What follows belongs to an exercise in optimizing a design on an open flow for small area and a short achievable clock period; a production flow would make more cautious choices. The RTL was checked by simulation tests, not by an equivalence proof against the original design. No activity file was given, so power comes from the tool's default toggle rates.

Setup of raven:
Design fft_computer, start of the top module:
module fft_computer(
input        i_clk,
input        i_rst_n,
input        i_data_valid,
input [31:0] i_data,
output       o_data_ready,
output       o_data_valid,
output [31:0]o_data,
input        i_data_ready
);
Size: about 4700 flip-flops, about 70 I/O pins, ~120000 um^2 of cells after synthesis.
clock: 10.0 ns
lec_check: 0
cap_margin: 20
core_margin: 2
core_utilization: 72
cts_cluster_diameter: 80
cts_cluster_size: 18
slew_margin: 20
standard.sh (not shown) runs the stock make flow with config.mk's settings and CLKGATE_MAP_FILE= SYNTH_SCRIPT=/design/flow/synth_recipe.tcl, a recipe that flattens the netlist after the stock synthesis.
==> flow/flow/run.sh <==
#!/bin/bash
# The standard layout, except that the port buffers are buf_2 cells rather
# than the delay cells buffer_ports picks by default.  Every port still gets
# its buffer.  make's full output goes to flow.log; ORFS keeps each step's log
# under orfs/logs/.
set -euo pipefail
export BUFFER_PORTS_ARGS="-buffer_cell sky130_fd_sc_hd__buf_2"
bash ./standard.sh > flow.log 2>&1
raven closes out successfully: all stages finished, all timing, DRC and antenna checks passed.
Input changes introduced in quartz (baseline for comparison: raven):
Settings: CTS_CLUSTER_SIZE now 25, was 18; CORE_UTILIZATION now 70, was 72.
Results
- Compared to raven, quartz was floorplanned on a bigger die.
- Per the comparison of quartz with raven, initial core utilization -1.9 points; total non-filler cell area in the finished layout -about 1.9%; post-synthesis instance area roughly the same.
- Deepest level of the CTS H-tree for quartz: 1 down relative to raven
- Share of total power in combinational logic: higher on quartz
- [compare] base=raven new=quartz: met2 demand-to-capacity share in global routing now sits lower, well-tap cell count now sits higher.
- raven → quartz: final wirelength lower; cell count lower.
Changes in tundra relative to quartz:
Settings: swapping 25 for 22 in CTS_CLUSTER_SIZE.
Findings:
On largest net degree at the start of global routing, quartz and tundra are basically level.
tundra: count of clock-buffer cells in the layout 11% above quartz
Diff quartz -> tundra | total power per unit cell area | increase of 3.0 nW/um^2
tundra vs. quartz: final design area excluding fillers rose by 640 um^2; number of remaining DRC errors essentially unchanged.
Going from quartz to tundra, worst setup margin saw a decrease; number of detailed-route iterations in the first pass saw a decrease; via count saw an increase.
quartz → tundra: end-of-flow core utilization rose by 0.39 points, reg2reg setup slack down 0.02 ns.
Global-route usage delta for tundra relative to quartz: 0.30 points higher
[inputs] garnet vs tundra
==> flow/flow/run.sh <==
#!/bin/bash
# The standard layout, except that the port buffers are buf_2 cells rather
# than the delay cells buffer_ports picks by default (every port still gets
# its buffer), and clock tree synthesis adds no dummy loads.  make's full
# output goes to flow.log; ORFS keeps each step's log under orfs/logs/.
set -euo pipefail
export BUFFER_PORTS_ARGS="-buffer_cell sky130_fd_sc_hd__buf_2"
export CTS_ARGS="-sink_clustering_enable -repair_clock_nets -sink_clustering_size 22 -sink_clustering_max_diameter 80 -dont_use_dummy_load"
bash ./standard.sh > flow.log 2>&1
Results
Met1 routing resource usage after global routing: tundra vs garnet, no meaningful difference. garnet ended up with fewer standard cells than tundra. The layout overhead on the synthesized area of garnet falls short of that of tundra by 0.47 points. NOTE: time the final worst path needs with I/O delays and setup in garnet falls short of that of tundra. garnet vs tundra on worst relative slew slack: garnet is the higher one. Final area down about 0.43% in garnet wrt tundra. The worst path buffer plus inverter count was comparable across garnet and tundra. garnet: largest clock skew in the final design 0.040 ns above tundra. Relative to tundra, number of non-clock buffers in the layout has decreased by 1 in garnet. Cmp garnet vs tundra: switching power share of the total lower in garnet.
What violet does differently from garnet at the input level:
Settings: changing CTS_CLUSTER_SIZE from 22 to 16; changing CORE_UTILIZATION from 70 to 75.
==> flow/flow/run.sh <==
#!/bin/bash
# The standard layout, except that the port buffers are buf_2 cells rather
# than the delay cells buffer_ports picks by default.  Every port still gets
# its buffer.  make's full output goes to flow.log; ORFS keeps each step's log
# under orfs/logs/.
set -euo pipefail
export BUFFER_PORTS_ARGS="-buffer_cell sky130_fd_sc_hd__buf_2"
bash ./standard.sh > flow.log 2>&1
Notes after the runs:
violet did not make it past clock tree synthesis (4_1_cts), where a tool error ended it. violet: cell count after placement is 1.5% lower than what garnet reported. Summary of violet over garnet: number of clock buffers inserted by TritonCTS has increased; instance area after placement has remained practically unchanged. The lower H-tree depth came out of garnet. Max post-place setup slack across violet and garnet: violet.

-- port drivers added, routing unchanged --
How much do the figures lean on ideal ports? The routed layouts below were timed once more, with nothing changed but the port constraints.
Step 1 sets driving cells, clkbuf_16 on the clock port and buf_2 on the other inputs (assumed; they add their load-dependent delay and slew).
Step 2 times the ports against the registers' clock, not the clock port: input delays grow and output delays shrink by t, the midpoint of the rising clock arrivals with the driver on.
a / b / c = ideal ports / drivers / drivers and shift; a / b = the first two.
run	shift t [ns]	setup slack, ns	hold WS [ns]	clock arrival spread, ns
raven	0.983	6.399 / 6.315 / 5.938	0.265 / 0.265 / 0.265	0.100 / 0.100
quartz	0.935	6.479 / 6.394 / 5.957	0.295 / 0.295 / 0.295	0.061 / 0.061
tundra	0.927	6.461 / 6.378 / 5.945	0.261 / 0.261 / 0.261	0.080 / 0.081
garnet	0.899	6.484 / 6.402 / 5.953	0.225 / 0.225 / 0.225	0.137 / 0.138
After both steps every run listed still meets setup and hold. The setup slack of garnet, which loses most, moves by -0.082 ns with the drivers and by -0.531 ns with both steps.
